This is an optimization exercise on Yosys and OpenROAD, whose aim is small area, a short achievable clock period and few clock cycles, not a production implementation. Function was checked by simulation only, so behaviour that the tests miss may differ from the original.

==> run R: inputs <==
Design math24_async, start of the top module:
module math24_async(
    input  wire                iw_clk,
    input  wire                iw_rst,
    input  wire [23:0] iw_math_ctrl,
    input  wire [23:0] iw_math_opa,
    input  wire [23:0] iw_math_opb,
    input  wire [23:0] iw_math_opc,
    output wire                ow_csr_wen,
    output wire [11:0] ow_csr_waddr,
    output wire [23:0] ow_csr_wdata
);
    localparam integer M_DIV   = 0;      
    localparam integer M_SQRT  = 1;      
    localparam integer M_MUL   = 2;      
    localparam integer M_NEGQ  = 3;      
    localparam integer M_NEGR  = 4;      
    localparam integer M_ADD   = 5;      
    localparam integer M_CMP   = 6;      
    localparam integer M_CLAMP = 7;      
    localparam integer NM      = 8;
    localparam [2:0] P_IDLE = 3'b100;
    localparam [2:0] P_CTRL = 3'b000;
    localparam [2:0] P_ST1  = 3'b001;
    localparam [2:0] P_WAIT = 3'b110;
    localparam [2:0] P_RES0 = 3'b010;
    localparam [2:0] P_RES1 = 3'b011;
    localparam [2:0] P_ST2  = 3'b101;
    reg  [2:0]  ph;
    reg  [1:0]  wa;
    reg         wen_r;
    reg  [23:0] W;
    reg  [23:0] R, Q, D;
    reg  [4:0]  op;
    reg         sa;
    reg  [5:0]  cnt;
    assign ow_csr_wen   = wen_r;
    assign ow_csr_waddr = {7'd0, 1'b1, 1'b0, wa[1], 1'b0, wa[0]};
    assign ow_csr_wdata = W;
    wire idle = (ph == P_IDLE);
    function automatic [5:0] opflags(input [4:0] o);
        opflags = {(o >= 5'h11) && (o != 5'h1F),
                   (o == 5'h04) || (o == 5'h05) || (o == 5'h06) || (o == 5'h0A) ||
                   (o == 5'h0B) || (o == 5'h0D) || (o == 5'h1B) || (o == 5'h1C) ||
                   (o == 5'h1E),
                   (o == 5'h0F) || (o == 5'h12),
                   (o == 5'h09) || (o == 5'h0B) || (o == 5'h1A) || (o == 5'h1C),
                   (o == 5'h0C) || (o == 5'h0D) || (o == 5'h1D) || (o == 5'h1E),
                   (o == 5'h03) || (o == 5'h17)};
    endfunction
    reg  [5:0] fl;
    wire lane    = fl[5];
    wire sgn     = fl[4];
    wire sub     = fl[3];
    wire mx      = fl[2];
    wire clampop = fl[1];
    wire sqrtop  = fl[0];
    reg [5:0] nsteps;
    always @* begin
        case (op)
            5'h00, 5'h01, 5'h02, 5'h04: nsteps = 6'd24;
            5'h05:                      nsteps = sa ? 6'd27 : (D[23] ? 6'd26 : 6'd25);
            5'h06:                      nsteps = sa ? 6'd26 : 6'd25;
  ...
==> flow/config.mk <==
export PLATFORM = sky130hd
export DESIGN_NAME = math24_async
export DESIGN_NICKNAME = math24_async
export VERILOG_FILES = /design/flow/design.v
export SDC_FILE = /design/flow/constraint.sdc
export NUM_CORES = 4
export LEC_CHECK = 0
export CAP_MARGIN = 40
export CORE_MARGIN = 2
export CORE_UTILIZATION = 55
export SLEW_MARGIN = 40
==> flow/constraint.sdc <==
create_clock -name core_clock -period 75.0 [get_ports {iw_clk}]
set_input_delay 15.0000 -clock core_clock [delete_from_list [all_inputs] [get_ports {iw_clk}]]
set_output_delay 15.0000 -clock core_clock [all_outputs]
set_load 0.01 [all_outputs]
standard.sh (not shown) runs the stock make flow with config.mk's settings and CLKGATE_MAP_FILE= SYNTH_SCRIPT=/design/flow/synth_recipe.tcl, a recipe that flattens the netlist after the stock synthesis.
==> flow/flow/run.sh <==
#!/bin/bash
# Standard layout with two changes to how cells are chosen:
#  - plain buf_1 cells as the port buffers instead of delay buffers
#  - a clock tree of clkbuf_8 buffers without dummy loads
set -e
export BUFFER_PORTS_ARGS="-buffer_cell sky130_fd_sc_hd__buf_1"
export CTS_ARGS="-sink_clustering_enable -repair_clock_nets -buf_list sky130_fd_sc_hd__clkbuf_8 -dont_use_dummy_load"
bash standard.sh > standard.log 2>&1
==> run A (differences from run R) <==
--- a/flow/design.v
+++ b/flow/design.v
@@ -56,12 +56,12 @@
     wire sqrtop  = fl[0];
     reg [5:0] nsteps;
     always @* begin
         case (op)
             5'h00, 5'h01, 5'h02, 5'h04: nsteps = 6'd24;
-            5'h05:                      nsteps = sa ? 6'd27 : (D[23] ? 6'd26 : 6'd25);
-            5'h06:                      nsteps = sa ? 6'd26 : 6'd25;
+            5'h05:                      nsteps = 6'd27;
+            5'h06:                      nsteps = 6'd26;
             5'h03, 5'h14, 5'h15, 5'h16: nsteps = 6'd12;
             5'h17:                      nsteps = 6'd6;
             5'h0C, 5'h0D, 5'h1D, 5'h1E: nsteps = 6'd2;
             5'h1F:                      nsteps = 6'd0;
             default:                    nsteps = 6'd1;
@@ -248,13 +248,13 @@
     reg  [NM+2:0] md_r;
     always @* begin
         md_r = {(NM+3){1'b0}};
         md_r[M_MUL]   = act & c_mul;
         md_r[NM+2]    = act & c_muls & e23;
-        md_r[M_DIV]   = act & (c_div | (c_sdiv & ~g24 & ~(f0 & Q[23])));
+        md_r[M_DIV]   = act & (c_div | (c_sdiv & ~f0 & ~g24));
         md_r[M_SQRT]  = act & c_sqrt;
-        md_r[M_NEGQ]  = act & (c_negs | c_neg | (c_sdiv & f0 & Q[23]) | negq2);
+        md_r[M_NEGQ]  = act & (c_negs | c_neg | (c_sdiv & f0) | negq2);
         md_r[NM]      = c_negs | (c_sdiv & f0);
         md_r[NM+1]    = negq2;
         md_r[M_NEGR]  = act & c_sdiv & g24 & ~negq2;
         md_r[M_ADD]   = act & c_add;
         md_r[M_CMP]   = act & (c_cmp | (clampop & f0));
@@ -285,12 +285,11 @@
     wire [23:0] Rn = skip ? t8 : so[71:48];
     wire [23:0] Qn = skip ? {Q[15:0], 8'd0} : so[47:24];
     wire [23:0] Dn = so[23:0];
     wire [5:0]  cnt_1 = cnt + 6'd1;
     wire        skend = sgn ? (cnt == 6'd17) : (cnt == 6'd16);
-    wire        adj   = c_sdiv & f0 & ~Q[23];
-    wire [5:0]  cnt_n = (skip ? cnt + 6'd8 : cnt_1) + {5'd0, adj};
+    wire [5:0]  cnt_n = skip ? cnt + 6'd8 : cnt_1;
     wire dzl  = (D[11:0] == 12'd0);
     wire dzh  = (D[23:12] == 12'd0);
     wire div24 = (op == 5'h01) || (op == 5'h02) || (op == 5'h05) || (op == 5'h06);
     wire div12 = (op == 5'h15) || (op == 5'h16);
     wire div0  = (div24 & dzl & dzh) | (div12 & (dzl | dzh));
==> flow/flow/run.sh (replaced) <==
#!/bin/bash
# Standard layout, with plain buf_1 cells as the port buffers instead of the
# delay buffers buffer_ports picks by default.
set -e
export BUFFER_PORTS_ARGS="-buffer_cell sky130_fd_sc_hd__buf_1"
bash standard.sh > standard.log 2>&1
--- a/flow/config.mk
+++ b/flow/config.mk
@@ -5,7 +5,7 @@
 export SDC_FILE = /design/flow/constraint.sdc
 export NUM_CORES = 4
 export LEC_CHECK = 0
 export CAP_MARGIN = 40
 export CORE_MARGIN = 2
-export CORE_UTILIZATION = 55
+export CORE_UTILIZATION = 65
 export SLEW_MARGIN = 40
==> run F (differences from run R) <==
--- a/flow/design.v
+++ b/flow/design.v
@@ -56,48 +56,48 @@
     wire sqrtop  = fl[0];
     reg [5:0] nsteps;
     always @* begin
         case (op)
             5'h00, 5'h01, 5'h02, 5'h04: nsteps = 6'd24;
-            5'h05:                      nsteps = sa ? 6'd27 : (D[23] ? 6'd26 : 6'd25);
-            5'h06:                      nsteps = sa ? 6'd26 : 6'd25;
+            5'h05:                      nsteps = 6'd27;
+            5'h06:                      nsteps = 6'd26;
             5'h03, 5'h14, 5'h15, 5'h16: nsteps = 6'd12;
             5'h17:                      nsteps = 6'd6;
             5'h0C, 5'h0D, 5'h1D, 5'h1E: nsteps = 6'd2;
             5'h1F:                      nsteps = 6'd0;
             default:                    nsteps = 6'd1;
         endcase
     end
-    function automatic [NM+2:0] modef(input [4:0] o, input f0, input e23, input e25, input g24);
+    function automatic [NM+2:0] modef(input [4:0] o, input [5:0] idx);
         reg [NM-1:0] m;
         reg        mneg;
         reg [1:0]  nsel;   
         begin
             m = {NM{1'b0}}; mneg = 1'b0; nsel = 2'd0;
             case (o)
                 5'h00, 5'h14: m[M_MUL] = 1'b1;
-                5'h04: begin m[M_MUL] = 1'b1; mneg = e23; end
+                5'h04: begin m[M_MUL] = 1'b1; mneg = (idx == 6'd23); end
                 5'h01, 5'h02, 5'h15, 5'h16: m[M_DIV] = 1'b1;
                 5'h03, 5'h17: m[M_SQRT] = 1'b1;
                 5'h05: begin
-                    if (f0)       begin m[M_NEGQ] = 1'b1; nsel = 2'd1; end
-                    else if (!g24) m[M_DIV] = 1'b1;
-                    else if (e25) begin m[M_NEGQ] = 1'b1; nsel = 2'd2; end
-                    else          m[M_NEGR] = 1'b1;
+                    if (idx == 6'd0)       begin m[M_NEGQ] = 1'b1; nsel = 2'd1; end
+                    else if (idx <= 6'd24) m[M_DIV] = 1'b1;
+                    else if (idx == 6'd25) begin m[M_NEGQ] = 1'b1; nsel = 2'd2; end
+                    else                   m[M_NEGR] = 1'b1;
                 end
                 5'h06: begin
-                    if (f0)       begin m[M_NEGQ] = 1'b1; nsel = 2'd1; end
-                    else if (!g24) m[M_DIV] = 1'b1;
-                    else          m[M_NEGR] = 1'b1;
+                    if (idx == 6'd0)       begin m[M_NEGQ] = 1'b1; nsel = 2'd1; end
+                    else if (idx <= 6'd24) m[M_DIV] = 1'b1;
+                    else                   m[M_NEGR] = 1'b1;
                 end
                 5'h07, 5'h18: begin m[M_NEGQ] = 1'b1; nsel = 2'd1; end
                 5'h10, 5'h13: m[M_NEGQ] = 1'b1;
                 5'h08, 5'h09, 5'h0A, 5'h0B,
                 5'h19, 5'h1A, 5'h1B, 5'h1C: m[M_CMP] = 1'b1;
                 5'h0C, 5'h0D, 5'h1D, 5'h1E: begin
-                    if (f0) m[M_CMP] = 1'b1;
-                    else    m[M_CLAMP] = 1'b1;
+                    if (idx == 6'd0) m[M_CMP] = 1'b1;
+                    else             m[M_CLAMP] = 1'b1;
                 end
                 5'h0E, 5'h0F, 5'h11, 5'h12: m[M_ADD] = 1'b1;
                 default: ;
             endcase
             modef = {mneg, nsel, m};
@@ -120,42 +120,10 @@
                 c[i+1] = (a[i] & b[i]) | (c[i] & (a[i] ^ b[i]));
             end
             radd13 = {c[13], s};
         end
     endfunction
-    function automatic [13:0] radd13s(input [12:0] a, input [12:0] b, input cin);
-        reg [13:0] c, pa;
-        reg [12:0] s, p;
-        integer i;
-        begin
-            p = a ^ b;
-            c[0] = cin;
-            for (i = 0; i < 9; i = i + 1)
-                c[i+1] = (a[i] & b[i]) | (c[i] & p[i]);
-            for (i = 0; i < 9; i = i + 1)
-                s[i] = p[i] ^ c[i];
-            pa[9] = 1'b1;
-            c[9]  = 1'b0;
-            for (i = 9; i < 13; i = i + 1) begin
-                c[i+1]  = (a[i] & b[i]) | (c[i] & p[i]);
-                pa[i+1] = pa[i] & p[i];
-            end
-            for (i = 9; i < 13; i = i + 1)
-                s[i] = p[i] ^ (c[i] | (radd9c(a, b, cin) & pa[i]));
-            radd13s = {c[13] | (radd9c(a, b, cin) & pa[13]), s};
-        end
-    endfunction
-    function automatic radd9c(input [12:0] a, input [12:0] b, input cin);
-        reg c;
-        integer i;
-        begin
-            c = cin;
-            for (i = 0; i < 9; i = i + 1)
-                c = (a[i] & b[i]) | (c & (a[i] ^ b[i]));
-            radd9c = c;
-        end
-    endfunction
     function automatic [71:0] step(input [23:0] r, input [23:0] q, input [23:0] d,
                                    input [NM-1:0] m, input ln, input sg, input sbt,
                                    input mxx, input mng, input [1:0] nsl, input sa_,
                                    input [23:0] dx);
         reg [25:0] X, Y, XA, XB, XC, XD, YA, YB, YC;
@@ -192,11 +160,11 @@
             cin  = (m[M_DIV] & ~(sg & d[23])) | (m[M_MUL] & q[0] & mng) | m[M_SQRT] |
                    m[M_NEGQ] | m[M_NEGR] | (m[M_ADD] & sbt) | m[M_CMP];
             cinh = m[M_DIV] | m[M_SQRT] | m[M_NEGQ] | (m[M_ADD] & sbt) | m[M_CMP];
             sl = radd13(X[12:0], Y[12:0], cin);
             ch = ln ? cinh : sl[13];
-            sh = radd13s(X[25:13], Y[25:13], ch);
+            sh = radd13(X[25:13], Y[25:13], ch);
             S  = {sh[11:0], sl[11:0]};
             qh = sh[13];
             ql = ln ? sl[13] : sh[13];
             XV = {X[24:13], X[11:0]};
             k_hold_r = ~(m[M_DIV] | m[M_SQRT] | m[M_MUL] | m[M_NEGR]);
@@ -224,44 +192,11 @@
                  ({24{m[M_CLAMP]}} & {(~lth ? r[23:12] : d[23:12]), (~ltl ? r[11:0] : d[11:0])}) |
                  ({24{k_hold_d}} & d);
             step = {rn, qn, dn};
         end
     endfunction
-    reg         act;                     
-    reg         e23, e25, g24;           
-    function automatic [9:0] opclass(input [4:0] o);
-        opclass = {(o == 5'h00) || (o == 5'h04) || (o == 5'h14),
-                   (o == 5'h04),
-                   (o == 5'h01) || (o == 5'h02) || (o == 5'h15) || (o == 5'h16),
-                   (o == 5'h03) || (o == 5'h17),
-                   (o == 5'h05) || (o == 5'h06),
-                   (o == 5'h05),
-                   (o == 5'h07) || (o == 5'h18),
-                   (o == 5'h10) || (o == 5'h13),
-                   ((o >= 5'h08) && (o <= 5'h0B)) || ((o >= 5'h19) && (o <= 5'h1C)),
-                   (o == 5'h0E) || (o == 5'h0F) || (o == 5'h11) || (o == 5'h12)};
-    endfunction
-    reg  [9:0] cf;
-    wire c_mul = cf[9], c_muls = cf[8], c_div = cf[7], c_sqrt = cf[6], c_sdiv = cf[5],
-         c_divs = cf[4], c_negs = cf[3], c_neg = cf[2], c_cmp = cf[1], c_add = cf[0];
-    wire f0 = (ph == P_CTRL);
-    wire negq2 = c_divs & e25;
-    reg  [NM+2:0] md_r;
-    always @* begin
-        md_r = {(NM+3){1'b0}};
-        md_r[M_MUL]   = act & c_mul;
-        md_r[NM+2]    = act & c_muls & e23;
-        md_r[M_DIV]   = act & (c_div | (c_sdiv & ~g24 & ~(f0 & Q[23])));
-        md_r[M_SQRT]  = act & c_sqrt;
-        md_r[M_NEGQ]  = act & (c_negs | c_neg | (c_sdiv & f0 & Q[23]) | negq2);
-        md_r[NM]      = c_negs | (c_sdiv & f0);
-        md_r[NM+1]    = negq2;
-        md_r[M_NEGR]  = act & c_sdiv & g24 & ~negq2;
-        md_r[M_ADD]   = act & c_add;
-        md_r[M_CMP]   = act & (c_cmp | (clampop & f0));
-        md_r[M_CLAMP] = act & clampop & ~f0;
-    end
+    reg  [NM+2:0] md_r;                  
     wire first = (ph == P_CTRL);
     wire [23:0] R0 = R & {24{~(first & ~clampop)}};
     wire [23:0] D0 = D & {24{~(first & sqrtop)}};
     wire        yinv = (md_r[M_DIV] & ~(sgn & D0[23])) | (md_r[M_MUL] & md_r[NM+2]) |
                        (md_r[M_ADD] & sub) | md_r[M_CMP];
@@ -284,13 +219,21 @@
     wire        skip = md_r[M_DIV] & ~lane & skok & (R0[23:16] == 8'd0) & ~ge8;
     wire [23:0] Rn = skip ? t8 : so[71:48];
     wire [23:0] Qn = skip ? {Q[15:0], 8'd0} : so[47:24];
     wire [23:0] Dn = so[23:0];
     wire [5:0]  cnt_1 = cnt + 6'd1;
+    wire [NM+2:0] md_1 = (cnt_1 < nsteps) ? modef(op, cnt_1) : {(NM+3){1'b0}};
     wire        skend = sgn ? (cnt == 6'd17) : (cnt == 6'd16);
-    wire        adj   = c_sdiv & f0 & ~Q[23];
-    wire [5:0]  cnt_n = (skip ? cnt + 6'd8 : cnt_1) + {5'd0, adj};
+    reg  [NM+2:0] md_s;
+    always @* begin
+        md_s = {(NM+3){1'b0}};
+        if (!skend)              md_s[M_DIV] = 1'b1;
+        else if (op == 5'h05)    begin md_s[M_NEGQ] = 1'b1; md_s[NM+1:NM] = 2'd2; end
+        else if (op == 5'h06)    md_s[M_NEGR] = 1'b1;
+    end
+    wire [5:0]  cnt_n = skip ? cnt + 6'd8 : cnt_1;
+    wire [NM+2:0] md_n = skip ? md_s : md_1;
     wire dzl  = (D[11:0] == 12'd0);
     wire dzh  = (D[23:12] == 12'd0);
     wire div24 = (op == 5'h01) || (op == 5'h02) || (op == 5'h05) || (op == 5'h06);
     wire div12 = (op == 5'h15) || (op == 5'h16);
     wire div0  = (div24 & dzl & dzh) | (div12 & (dzl | dzh));
@@ -343,21 +286,18 @@
             Q   <= iw_math_opa;
             D   <= iw_math_opb;
             R   <= iw_math_opc;
             op  <= iw_math_ctrl[5:1];
             fl  <= opflags(iw_math_ctrl[5:1]);
-            cf  <= opclass(iw_math_ctrl[5:1]);
             sa  <= iw_math_opa[23];
             cnt <= 6'd0;
-            act <= (iw_math_ctrl[5:1] != 5'h1F);
-            e23 <= 1'b0; e25 <= 1'b0; g24 <= 1'b0;
+            md_r <= modef(iw_math_ctrl[5:1], 6'd0);
             W   <= {iw_math_ctrl[23:1], 1'b0};
         end else begin
             R <= Rn; Q <= Qn; D <= Dn;
             cnt <= cnt_n;
-            act <= (cnt_n < nsteps);
-            e23 <= (cnt_n == 6'd23); e25 <= (cnt_n == 6'd25); g24 <= (cnt_n > 6'd24);
+            md_r <= md_n;
             case (ph)
                 P_CTRL:        W <= div0 ? 24'h5 : 24'h2;
                 P_ST1, P_WAIT: W <= res0;
                 P_RES0:        W <= res1;
                 default:       W <= div0 ? 24'h5 : 24'h1;
==> flow/flow/run.sh (replaced) <==
#!/bin/bash
# Standard layout, with plain buf_1 cells as the port buffers instead of the
# delay buffers buffer_ports picks by default.
set -e
export BUFFER_PORTS_ARGS="-buffer_cell sky130_fd_sc_hd__buf_1"
bash standard.sh > standard.log 2>&1
--- a/flow/config.mk
+++ b/flow/config.mk
@@ -5,7 +5,7 @@
 export SDC_FILE = /design/flow/constraint.sdc
 export NUM_CORES = 4
 export LEC_CHECK = 0
 export CAP_MARGIN = 40
 export CORE_MARGIN = 2
-export CORE_UTILIZATION = 55
+export CORE_UTILIZATION = 65
 export SLEW_MARGIN = 40
==> comparison <==
Run A finished with timing, DRC and antenna clean. Run F went through all stages and came out clean. Run R ran to the end with no violations. Between run R and run F, the lower routed wire length is in run F (gap 12%, measured against run F). The lowest non-clock buffer count belongs to run A, the highest to run R. The lowest cell count belongs to run A, the highest to run F. In run F the critical path depth is higher than in run A, by 38.
Testbench counts of run R, summed over its fixed seeds: cycles 235,225.
Testbench counts of run A, summed over its fixed seeds: cycles 237,492.
Testbench counts of run F, summed over its fixed seeds: cycles 237,492.

## what the ideal ports hide
In the flow no input, the clock included, has a driving cell. The finished layouts below were timed again as built, in two steps. Step 1 (the two cells are an assumption about what drives the block):
set clk [get_ports {iw_clk}]
set_driving_cell -lib_cell sky130_fd_sc_hd__clkbuf_16 $clk
set_driving_cell -lib_cell sky130_fd_sc_hd__buf_2 [delete_from_list [all_inputs] $clk]
Step 2 adds t to the input delays and takes it off the output delays; t is the mean of the earliest and latest rising clock arrival at the registers after step 1. Input paths then give back, and output paths get back, about the clock's delay inside the block. a / b / c = ideal ports / drivers / drivers and shift; a / b = the first two.
run	t (ns)	setup slack, ns	worst setup path at the end	cell pins on the clock port's net
run R	0.514	58.974 / 58.928 / 58.625	input to register	1
run A	0.500	58.942 / 58.966 / 58.466	input to register	1
run F	0.498	58.588 / 58.588 / 58.514	input to register	1
After both steps every run listed still meets setup and hold. The setup slack of run A, which loses most, moves by +0.024 ns with the drivers and by -0.476 ns with both steps.
